Context: an optimization exercise on an open-source flow, tuned for small area. The choices shown serve that exercise and are no tape-out recipe. The RTL was checked by simulation tests, not by an equivalence proof against the original design. Power figures rest on the tool's default switching activity, not on a simulated workload.

==> wip/indigo: inputs <==
// fpgaDriver
module fpgaDriver(clk, rst, led0, led1, led2, led3, led4, led5, led6, led7, led8, led9,
	switch0, switch1, switch2, switch8, switch9,
	button0, button1, button2, button3,
	hex0, hex1, hex2, hex3, hex4, hex5
);
	input rst;
	input clk, switch0, switch1, switch2, switch8, switch9, button0, button1, button2, button3;
	output wire led0, led1, led2, led3, led4, led5, led6, led7, led8, led9;
	output wire [6:0] hex0, hex1, hex2, hex3, hex4, hex5;
	assign led0 = switch0;
	assign led1 = 1'b0;
	assign led2 = ~button0;
	assign led3 = ~button1;
	assign led4 = ~button2;
	assign led5 = ~button3;
	assign led6 = 1'b0;
	assign led7 = 1'b0;
	assign led8 = switch8;
	assign led9 = switch9;
	reg buttonPressed;
	reg inputCounter;
	reg [2:0] p;             
	reg f;
	wire [3:0] dv = {4{f}} | {p != 3'd0, p[2] | p[1], p[2] | (p[1] & p[0]), p[2]};
	reg [1:0] dg3, dg2, dg1, dg0;  
	reg av;                  
	reg af;                  
	reg [1:0] ag;            
	reg [2:0] cnt [0:11];    
	reg [2:0] nItems;
	reg th;                  
	reg [3:0] t0, t1, t2;    
	reg t3;
	wire anyBtn = ~button0 | ~button1 | ~button2 | ~button3;
	wire [1:0] vd = {~button0 | (button1 & button2), ~button0 | ~button1};
	wire entry = switch0 & switch9 & ~inputCounter;
	wire addMode = ~switch8;
	localparam [1:0] D1 = 2'b10, D2 = 2'b00, D3 = 2'b01, D4 = 2'b11;
	wire [7:0] code = {dg3, dg2, dg1, dg0};
  ...
Settings: LEC_CHECK=0, CAP_MARGIN=0, CORE_MARGIN=2, CORE_UTILIZATION=40, SLEW_MARGIN=0; clock period 25.0 ns.
standard.sh (not shown) runs the stock make flow with config.mk's settings and CLKGATE_MAP_FILE= SYNTH_SCRIPT=/design/flow/synth_recipe.tcl, a recipe that flattens the netlist after the stock synthesis.
==> flow/flow/run.sh <==
#!/bin/bash
# Layout flow: the standard flow with
#  * synthesis unchanged except for technology mapping: adders are left to ABC
#    (no ADDER_MAP_FILE), and ABC runs several area scripts (flow/abc_*.script,
#    flow/abc_multi.sh); the NCAND mappings with the least cell area are each laid
#    out in full, and the layout with the least standard-cell area is kept
#  * port buffers of the smallest buffer (buf_1)
#  * CTS with clkbuf_8 and without dummy loads
set -euo pipefail
W=$(pwd)
NCAND=3
sed -e "s#^  log_cmd abc {\*}\$abc_args#  write_rtlil \$::env(RESULTS_DIR)/pre_abc.il\n  exec bash $W/flow/abc_multi.sh $W/flow \$::env(RESULTS_DIR)/pre_abc.il \$::env(RESULTS_DIR)/post_abc.il {*}[lrange \$abc_args 2 end] >@ stdout 2>@ stderr\n  design -reset\n  read_rtlil \$::env(RESULTS_DIR)/post_abc.il\n  hierarchy -top \$::env(DESIGN_NAME)#" \
  "$FLOW_HOME/scripts/synth.tcl" > my_synth.tcl
grep -q abc_multi my_synth.tcl
sed "s#\$::env(SCRIPTS_DIR)/synth.tcl#$W/my_synth.tcl#" synth_recipe.tcl > my_synth_recipe.tcl
export ADDER_MAP_FILE=
export BUFFER_PORTS_ARGS="-buffer_cell sky130_fd_sc_hd__buf_1"
export CTS_ARGS="-sink_clustering_enable -buf_list sky130_fd_sc_hd__clkbuf_8 -dont_use_dummy_load"
export ABC_CACHE=$W/abc_multi
for k in $(seq 1 $NCAND); do
  mkdir -p "$W/out_$k"
  sed -e "s#SYNTH_SCRIPT=[^ ]*#SYNTH_SCRIPT=$W/my_synth_recipe.tcl#" -e "s#$W/orfs#$W/orfs_$k#g" -e "s#$W/out/#$W/out_$k/#g" \
    standard.sh > my_standard_$k.sh
  ABC_PICK=$k bash my_standard_$k.sh synth > flow_synth_$k.log 2>&1
done
for k in $(seq 1 $NCAND); do
  bash my_standard_$k.sh > flow_make_$k.log 2>&1 &
done
wait || true
best=""; bestA=""
for k in $(seq 1 $NCAND); do
  odb=$W/orfs_$k/results/$FLOW_PLATFORM/fpgaDriver/base/6_final.odb
  [[ -f $odb && -f $W/out_$k/final.def ]] || { echo "candidate $k: no layout"; continue; }
  a=$(AREA_ODB=$odb openroad -no_init -exit "$W/flow/area.tcl" 2>&1 | tee area_$k.log | awk '/^CELLAREA/ {print $2}')
  echo "candidate $k: cell area $a"
  [[ -n "$a" ]] || continue
  if [[ -z "$best" ]] || awk "BEGIN{exit !($a < $bestA)}"; then best=$k; bestA=$a; fi
done
[[ -n "$best" ]] || { echo "no candidate layout"; exit 1; }
echo "kept candidate $best (cell area $bestA)"
rm -rf "$W/orfs"
mv "$W/orfs_$best" "$W/orfs"
cp "$W/out_$best/final.def" "$W/out/final.def"
==> flow/flow/abc_4.script <==
strash
&get -n
&st
&deepsyn -T 90 -S 4
&dch -f
&nf -R 1000
&put
==> flow/flow/abc_multi.sh <==
#!/bin/bash
# abc_multi.sh DIR PRE.il OUT.il ABC_ARGS... : runs ABC with each DIR/abc_*.script on the
# design in PRE.il in parallel, and writes the mapped design with the least cell area to OUT.il
set -uo pipefail
D=$1; PRE=$2; OUT=$3; shift 3
LIB=""
for ((i = 1; i <= $#; i++)); do if [[ ${!i} == -liberty ]]; then j=$((i + 1)); LIB=${!j}; fi; done
T=${ABC_CACHE:-$(dirname "$OUT")/abc_multi}; mkdir -p "$T"
run_one() {
  local s=$1; shift
  local n; n=$(basename "$s" .script)
  [[ -f $T/$n.stat && -f $T/$n.il ]] && return 0
  "${YOSYS_EXE:-yosys}" -p "read_rtlil $PRE; abc -script $s $*; tee -o $T/$n.stat stat -liberty $LIB; write_rtlil $T/$n.il" > "$T/$n.log" 2>&1
}
export -f run_one
export PRE T LIB YOSYS_EXE
ls "$D"/abc_*.script | xargs -P "${NUM_CORES:-4}" -I{} bash -c 'run_one "$@"' _ {} "$@"
rank=$(for s in "$D"/abc_*.script; do
  n=$(basename "$s" .script)
  a=$(grep "Chip area" "$T/$n.stat" 2>/dev/null | awk '{print $NF}')
  echo "abc_multi: $n area ${a:-failed}" >&2
  [[ -n "$a" && -f "$T/$n.il" ]] && echo "$a $n"
done | sort -g -k1,1 -k2,2)
[[ -n "$rank" ]] || { echo "abc_multi: every ABC run failed"; exit 1; }
k=${ABC_PICK:-1}
n=$(echo "$rank" | sed -n "${k}p" | awk '{print $2}')
[[ -n "$n" ]] || n=$(echo "$rank" | head -1 | awk '{print $2}')
echo "abc_multi: pick $k: $n"
cp "$T/$n.il" "$OUT"
==> flow/flow/area.tcl <==
# prints the standard-cell area of a layout, without tap, fill and decap cells
read_db $::env(AREA_ODB)
set a 0.0
foreach inst [[ord::get_db_block] getInsts] {
  set m [$inst getMaster]
  set n [$m getName]
  if {[string match "*tapvpwrvgnd*" $n] || [string match "*fill*" $n] || [string match "*decap*" $n]} continue
  set a [expr {$a + [$m getWidth] * [$m getHeight] / 1e6}]
}
puts "CELLAREA $a"
Other scripts of this flow, unchanged in this note and not shown: flow/flow/abc_1.script, flow/flow/abc_2.script, flow/flow/abc_3.script
==> inputs of wip/xenon, as changes to wip/indigo <==
--- a/flow/design.v
+++ b/flow/design.v
@@ -100,16 +100,16 @@
 	integer j;
 	always @* begin
 		cs = 3'd0;
 		for (j = 0; j < 12; j = j + 1)
 			cs = cs | ({3{hit[j]}} & cnt[j]);
 	end
 	wire [2:0] sum = cs[2] ? {1'b1, cs[1:0] + am1 + 2'd1} : {1'b1, am1};
-	wire addOk = (nItems != 3'd6) & (~cs[2] | ({1'b0, cs[1:0]} + {1'b0, am1} <= 3'd2));
-	wire remOk = cs[2];
+	wire addOk = anyHit & (nItems != 3'd6) & (~cs[2] | ({1'b0, cs[1:0]} + {1'b0, am1} <= 3'd2));
+	wire remOk = anyHit & cs[2];
 	wire commit = entry & (p == 3'd4) & ~(addMode & ~af);
 	wire addDo = commit & addMode & addOk;
 	wire remDo = commit & ~addMode & remOk;
 	wire clear = ~entry & ~(inputCounter & ~buttonPressed) & ~button3 & ~button2;
 	wire take = entry & anyBtn & (p != 3'd4);
 	wire takeAmt = entry & anyBtn & (p == 3'd4) & ~af & addMode;
 	wire [1:0] kk = addMode ? am1 : cs[1:0];
@@ -178,15 +178,15 @@
 				if (rst | (remDo & hit[gi])) cnt[gi] <= 3'd0;
 				else if (addDo & hit[gi]) cnt[gi] <= sum;
 			end
 		end
 	endgenerate
 	always @(posedge clk) begin
 		if (rst) nItems <= 3'd0;
-		else if (addDo & anyHit & ~cs[2]) nItems <= nItems + 3'd1;
+		else if (addDo & ~cs[2]) nItems <= nItems + 3'd1;
 		else if (remDo) nItems <= nItems - 3'd1;
 	end
 	always @(posedge clk) begin
 		if (rst) begin
 			th <= 1'b0; t0 <= 4'd0; t1 <= 4'd0; t2 <= 4'd0; t3 <= 1'b0;
 		end else begin
 			th <= nh; t0 <= r0[3:0]; t1 <= r1[3:0]; t2 <= r2[3:0]; t3 <= n3;
==> flow/flow/run.sh (replaced) <==
#!/bin/bash
# Layout flow: the standard flow with
#  * synthesis unchanged except for technology mapping: adders are left to ABC
#    (no ADDER_MAP_FILE), and ABC runs several area scripts (flow/abc_*.script)
#    in parallel, keeping the mapping with the least cell area (flow/abc_multi.sh)
#  * port buffers of the smallest buffer (buf_1)
#  * CTS with clkbuf_8 and without dummy loads
set -euo pipefail
W=$(pwd)
sed -e "s#^  log_cmd abc {\*}\$abc_args#  write_rtlil $W/pre_abc.il\n  exec bash $W/flow/abc_multi.sh $W/flow $W/pre_abc.il $W/post_abc.il {*}[lrange \$abc_args 2 end] >@ stdout 2>@ stderr\n  design -reset\n  read_rtlil $W/post_abc.il\n  hierarchy -top \$::env(DESIGN_NAME)#" \
  "$FLOW_HOME/scripts/synth.tcl" > my_synth.tcl
grep -q abc_multi my_synth.tcl
sed "s#\$::env(SCRIPTS_DIR)/synth.tcl#$W/my_synth.tcl#" synth_recipe.tcl > my_synth_recipe.tcl
sed "s#SYNTH_SCRIPT=[^ ]*#SYNTH_SCRIPT=$W/my_synth_recipe.tcl#" standard.sh > my_standard.sh
grep -q my_synth_recipe.tcl my_standard.sh
export ADDER_MAP_FILE=
export BUFFER_PORTS_ARGS="-buffer_cell sky130_fd_sc_hd__buf_1"
export CTS_ARGS="-sink_clustering_enable -buf_list sky130_fd_sc_hd__clkbuf_8 -dont_use_dummy_load"
bash my_standard.sh > flow_make.log 2>&1
==> flow/flow/abc_4.script (replaced) <==
strash
&get -n
&st
&syn2
&dch -f
&nf -R 1000
&put
strash
&get -n
&st
&dch -f
&nf -R 1000
&put
==> flow/flow/abc_multi.sh (replaced) <==
#!/bin/bash
# abc_multi.sh DIR PRE.il OUT.il ABC_ARGS... : runs ABC with each DIR/abc_*.script on the
# design in PRE.il in parallel, and writes the mapped design with the least cell area to OUT.il
set -uo pipefail
D=$1; PRE=$2; OUT=$3; shift 3
LIB=""
for ((i = 1; i <= $#; i++)); do if [[ ${!i} == -liberty ]]; then j=$((i + 1)); LIB=${!j}; fi; done
T=$(dirname "$OUT")/abc_multi; mkdir -p "$T"
for s in "$D"/abc_*.script; do
  n=$(basename "$s" .script)
  ( "${YOSYS_EXE:-yosys}" -p "read_rtlil $PRE; abc -script $s $*; tee -o $T/$n.stat stat -liberty $LIB; write_rtlil $T/$n.il" > "$T/$n.log" 2>&1 ) &
done
wait
best=""; bestA=""
for s in "$D"/abc_*.script; do
  n=$(basename "$s" .script)
  a=$(grep "Chip area" "$T/$n.stat" 2>/dev/null | awk '{print $NF}')
  echo "abc_multi: $n area ${a:-failed}"
  [[ -n "$a" && -f "$T/$n.il" ]] || continue
  if [[ -z "$best" ]] || awk "BEGIN{exit !($a < $bestA)}"; then best=$n; bestA=$a; fi
done
[[ -n "$best" ]] || { echo "abc_multi: every ABC run failed"; exit 1; }
echo "abc_multi: best $best area $bestA"
cp "$T/$best.il" "$OUT"
CAP_MARGIN = 20   (was 0)
SLEW_MARGIN = 20   (was 0)
removed: flow/flow/area.tcl
==> implementation parameters <==
Parameter                              Value

Run status
  Run status  no timing/DRC/antenna violations

Synth
  Synth top area cells    sky130_fd_sc_hd__dfxtp_1 (28%), sky130_fd_sc_hd__o21ai_0 (10%), sky130_fd_sc_hd__nor2_1 (7.9%), sky130_fd_sc_hd__edfxtp_1 (6.9%), sky130_fd_sc_hd__nand2_1 (5.8%)
  Simple-gate share of the synthesized area    0.294
  Combinational family with the most area after synthesis    simple AND/OR/NAND/NOR gates

Global route
  GRT Total Usage    0.237

Setup path
  Stages on the worst setup path    8

Pwr
  Total chip power    301 uW

Cells and area
  Proportion of layout cells with a drive suffix above 1    0.0197

Drt
  Routed WL per cell    17.1 microns
  Total wire length    13,700 microns
That was wip/indigo.
==> implementation parameters <==
Parameter                              Value

Synth
  Synth top area cells    sky130_fd_sc_hd__dfxtp_1 (28%), sky130_fd_sc_hd__a21oi_1 (8.1%), sky130_fd_sc_hd__o21ai_0 (7.7%), sky130_fd_sc_hd__edfxtp_1 (6.9%), sky130_fd_sc_hd__nor2_1 (6.3%)
  Simple-gate share of the synthesized area    0.273
  Share of synthesized flip-flops with an asynchronous set or reset    0
  Combinational family with the most area after synthesis    compound AO/OA/AOI/OAI gates

Clock tree
  Htree depth    3
  Clock transition time at the flip-flop clock pins of the worst setup and hold paths    0.06 ns
  Master cell of the clock root buffer    sky130_fd_sc_hd__clkbuf_8

Drt
  Routed WL per cell    17.5 microns
  Vias post-DR    4,694
  Total wire length    13,800 microns

Cells and area
  Synth-to-Final Area Change    12.0%
  Number of sequential cells    71
  Number of antenna repair diodes    0
  Proportion of layout cells with a drive suffix above 1    0.0276
  Area used by multi-input combinational logic    2730 sq um

Setup path
  Stages on the worst setup path    11
  Top Family by Delay on Critical Path    buffers and inverters

Global route
  GRT Total Usage    0.247

Pwr
  Total chip power    307 uW

Run status
  Run status  no timing/DRC/antenna violations
That was wip/xenon.

==> separate check: timing with driven ports <==
In the flow no input, the clock included, has a driving cell. The finished layouts below were timed again as built, in two steps. Step 1 sets driving cells, clkbuf_16 on the clock port and buf_2 on the other inputs (assumed; they add their load-dependent delay and slew). Step 2, shift: input delay + t, output delay - t, t = (earliest + latest rising clock arrival at the registers) / 2. This alone moves slack from input paths to output paths. Slacks: no drivers / after step 1 / after step 2; pairs: no drivers / after step 1.
run | t, ns | setup WS [ns] | worst hold slack (ns) | worst setup path at the end | worst register clock-pin slew, ns
wip/indigo | 0.385 | 12.668 / 12.642 / 12.642 | 0.448 / 0.448 / 0.448 | input to output | 0.07 / 0.07
wip/xenon | 0.387 | 12.542 / 12.518 / 12.518 | 0.449 / 0.449 / 0.449 | input to output | 0.08 / 0.08
After both steps every run listed still meets setup and hold. The setup slack of wip/indigo, which loses most, moves by -0.026 ns with the drivers and by -0.026 ns with both steps.
